Background: an optimization exercise with open tools, aiming at small area. Do not read the settings as production practice. At most, simulation tests tie the RTL to the original design; equivalence was not proved.

Setup of oak:
Design edgeDetection2, start of the top module:
module edgeDetection2(
    input  logic        clk,
    input  logic        n_rst,
    input  logic        startSignal,
    input  logic [23:0] inputData,
    input  logic        rwError,
    input  logic        readDone,
    input  logic        writeDone,
    output logic [31:0] readAddress,
    output logic [7:0]  outputData,
    output logic        readEnable,
    output logic        writeEnable,
    output logic        outputError
);
export LEC_CHECK = 0
export CAP_MARGIN = 20
export CORE_MARGIN = 2
export CORE_UTILIZATION = 40
export SLEW_MARGIN = 20
export SYNTH_HIERARCHICAL = 1
create_clock -name core_clock -period 12.0 [get_ports {clk}]
standard.sh (not shown) runs the stock make flow with config.mk's settings and CLKGATE_MAP_FILE= SYNTH_SCRIPT=/design/flow/synth_recipe.tcl, a recipe that flattens the netlist after the stock synthesis.
==> flow/flow/run.sh <==
#!/bin/bash
set -e
export BUFFER_PORTS_ARGS="-buffer_cell sky130_fd_sc_hd__buf_1"
export CTS_ARGS="-sink_clustering_enable -repair_clock_nets -dont_use_dummy_load -buf_list sky130_fd_sc_hd__clkbuf_4 -sink_clustering_size 20 -sink_clustering_max_diameter 120"
bash standard.sh > standard.log 2>&1
Inputs modified between oak and pine:
==> flow/flow/run.sh <==
#!/bin/bash
set -e
export BUFFER_PORTS_ARGS="-buffer_cell sky130_fd_sc_hd__buf_1"
export CTS_ARGS="-sink_clustering_enable -repair_clock_nets -dont_use_dummy_load -buf_list sky130_fd_sc_hd__clkbuf_8 -sink_clustering_size 30 -sink_clustering_max_diameter 150"
bash standard.sh > standard.log 2>&1
--- outcome ---
Comparing oak against pine, there is no change at all in layout cell share with drive strength beyond 1.
Status: final critical-path share of the clock period parity (pine, oak)
Wire length: pine vs oak up 64 um
Peak clock frequency supported by timing across pine and oak: no real change.
Re count of H-tree levels built during CTS: no difference whatsoever between oak and pine.

* * *

Setup of build 37:
Another version of the RTL of edgeDetection2 (not shown whole).
Size in the first run: about 8100 um^2 of cells after synthesis.
Settings: LEC_CHECK=0, CAP_MARGIN=20, CORE_MARGIN=2, CORE_UTILIZATION=40, SLEW_MARGIN=20, SYNTH_HIERARCHICAL=1; clock period 12.0 ns.
==> flow/flow/run.sh <==
#!/bin/bash
# The standard layout (standard.sh) with two changes:
#  - the port buffers are the smallest buffer cell (sky130_fd_sc_hd__buf_1);
#  - clock tree synthesis inserts no dummy loads and builds the tree from
#    sky130_fd_sc_hd__clkbuf_4.
# All of standard.sh's output goes to standard.log; each ORFS step keeps its
# own log under orfs/logs/.
set -e
export BUFFER_PORTS_ARGS="-buffer_cell sky130_fd_sc_hd__buf_1"
export CTS_ARGS="-sink_clustering_enable -repair_clock_nets -dont_use_dummy_load -buf_list sky130_fd_sc_hd__clkbuf_4 -sink_clustering_size 20 -sink_clustering_max_diameter 120 -sink_buffer_max_cap_derate 0.5"
bash standard.sh > standard.log 2>&1
Relative to build 37, the following input files were edited for build 82:
-- flow/flow/run.sh --
<<< build 37, line 10
export CTS_ARGS="-sink_clustering_enable -repair_clock_nets -dont_use_dummy_load -buf_list sky130_fd_sc_hd__clkbuf_4 -sink_clustering_size 20 -sink_clustering_max_diameter 120 -sink_buffer_max_cap_derate 0.5"
>>> build 82, line 10
export CTS_ARGS="-sink_clustering_enable -repair_clock_nets -dont_use_dummy_load -buf_list sky130_fd_sc_hd__clkbuf_4 -sink_clustering_size 20 -sink_clustering_max_diameter 120"
-- flow/config.mk --
<<< build 37, line 10
export CORE_UTILIZATION = 40
>>> build 82, line 10
export CORE_UTILIZATION = 70
--- outcome ---
- Relative to build 37, the core footprint of build 82 is lower by about 43%.
- Signed area change from the synthesized netlist to the final layout: build 82 vs build 37 down 2.1 points
- Comparing build 37 and build 82, routed wire length is lower on build 37.
#### Input delta (build 69 over build 82)
-- flow/flow/run.sh --
<<< build 82, line 10
export CTS_ARGS="-sink_clustering_enable -repair_clock_nets -dont_use_dummy_load -buf_list sky130_fd_sc_hd__clkbuf_4 -sink_clustering_size 20 -sink_clustering_max_diameter 120"
>>> build 69, line 10
export CTS_ARGS="-sink_clustering_enable -repair_clock_nets -dont_use_dummy_load -buf_list sky130_fd_sc_hd__clkbuf_4 -sink_clustering_size 12 -sink_clustering_max_diameter 60"
-- flow/config.mk --
<<< build 82, line 10
export CORE_UTILIZATION = 70
>>> build 69, line 10
export CORE_UTILIZATION = 40
Notes after the runs:
Compared with build 82, build 69 shows first-pass GRT wire length lower by 1.7%.
The higher overall global routing resource usage of build 69 and build 82 is in build 82.
The die of build 69 is larger than the one used in build 82.
Compared with build 82, in build 69 number of global-route vias before repair now sits lower, met2 layer usage reported by global route decreased 22 points.
Edits applied to the flow inputs when going from build 69 to build 72:
-- flow/flow/run.sh --
<<< build 69, line 10
export CTS_ARGS="-sink_clustering_enable -repair_clock_nets -dont_use_dummy_load -buf_list sky130_fd_sc_hd__clkbuf_4 -sink_clustering_size 12 -sink_clustering_max_diameter 60"
>>> build 72, line 10
export CTS_ARGS="-sink_clustering_enable -repair_clock_nets -dont_use_dummy_load -buf_list sky130_fd_sc_hd__clkbuf_4 -sink_clustering_size 20 -sink_clustering_max_diameter 120"
-- flow/config.mk --
<<< build 69, line 10
export CORE_UTILIZATION = 40
>>> build 72, line 10
export CORE_UTILIZATION = 60
## What came out
- Build 69 and build 72 ended up with nearly the same multi-input combinational cell area.
- Met3 routed wirelength: build 72 vs build 69 up about 27%
- In terms of worst clock skew, build 72 and build 69 differ only marginally.
- Floorplan row count ends up lower on build 72.
- Build 72 — share of the cycle needed by the critical path after routing 0.31 points lower, build 69 as reference

* * *

## before
Another version of the RTL of edgeDetection2 (not shown whole).
Size: roughly 710 cells after synthesis, ~120 flip-flops.
clock: 12.0 ns
lec_check: 0
cap_margin: 20
core_margin: 2
core_utilization: 40
slew_margin: 20
synth_hierarchical: 1
==> flow/flow/run.sh <==
#!/bin/bash
set -e
export BUFFER_PORTS_ARGS="-buffer_cell sky130_fd_sc_hd__buf_1"
export CTS_ARGS="-sink_clustering_enable -repair_clock_nets -dont_use_dummy_load -buf_list sky130_fd_sc_hd__clkbuf_4 -sink_clustering_size 12 -sink_clustering_max_diameter 60"
bash standard.sh > standard.log 2>&1
Edits applied to the flow inputs when going from before to after:
==> flow/flow/run.sh <==
#!/bin/bash
set -e
export BUFFER_PORTS_ARGS="-buffer_cell sky130_fd_sc_hd__buf_1"
export CTS_ARGS="-sink_clustering_enable -repair_clock_nets -dont_use_dummy_load -buf_list sky130_fd_sc_hd__clkbuf_8 -sink_clustering_size 30 -sink_clustering_max_diameter 100"
bash standard.sh > standard.log 2>&1
### Flow results
Compared before against after; met3 routed wirelength within noise.
Going from before to after, the final setup slack of the worst path was found to have gone down by 0.0050 ns.
From before to after, sequential cell count did not move at all.
Diff before -> after: share of final layout cell area taken by clock buffers and inverters now larger; final design instance area without fill now larger; highest achievable clock rate comparable.
Function was not checked in any run of this note: the RTL went through the layout flow alone.

-- static timing again, ports no longer ideal --
Ports are ideal in the flow. The routed layouts listed here were re-timed in OpenROAD.
Step 1 (the two cells are an assumption about what drives the block):
set clk [get_ports {clk}]
set_driving_cell -lib_cell sky130_fd_sc_hd__clkbuf_16 $clk
set_driving_cell -lib_cell sky130_fd_sc_hd__buf_2 [delete_from_list [all_inputs] $clk]
Step 2 adds t to the input delays and takes it off the output delays; t is the mean of the earliest and latest rising clock arrival at the registers after step 1. Input paths then give back, and output paths get back, about the clock's delay inside the block.
Slacks: ideal ports / drivers / drivers and shift; pairs: ideal ports / drivers.
run | shift t [ns] | setup WS [ns] | worst setup path at the end | cell pins on the clock port's net
oak | 0.539 | 0.880 / 0.880 / 0.880 | register to register | 1
pine | 0.460 | 0.882 / 0.882 / 0.882 | register to register | 1
build 37 | 0.554 | 1.315 / 1.315 / 1.315 | register to register | 1
build 82 | 0.536 | 1.225 / 1.225 / 1.225 | register to register | 1
build 69 | 0.554 | 1.315 / 1.315 / 1.315 | register to register | 1
build 72 | 0.539 | 1.352 / 1.352 / 1.352 | register to register | 1
before | 0.547 | 0.978 / 0.978 / 0.978 | register to register | 1
after | 0.463 | 0.973 / 0.973 / 0.973 | register to register | 1
After both steps every run listed still meets setup and hold.
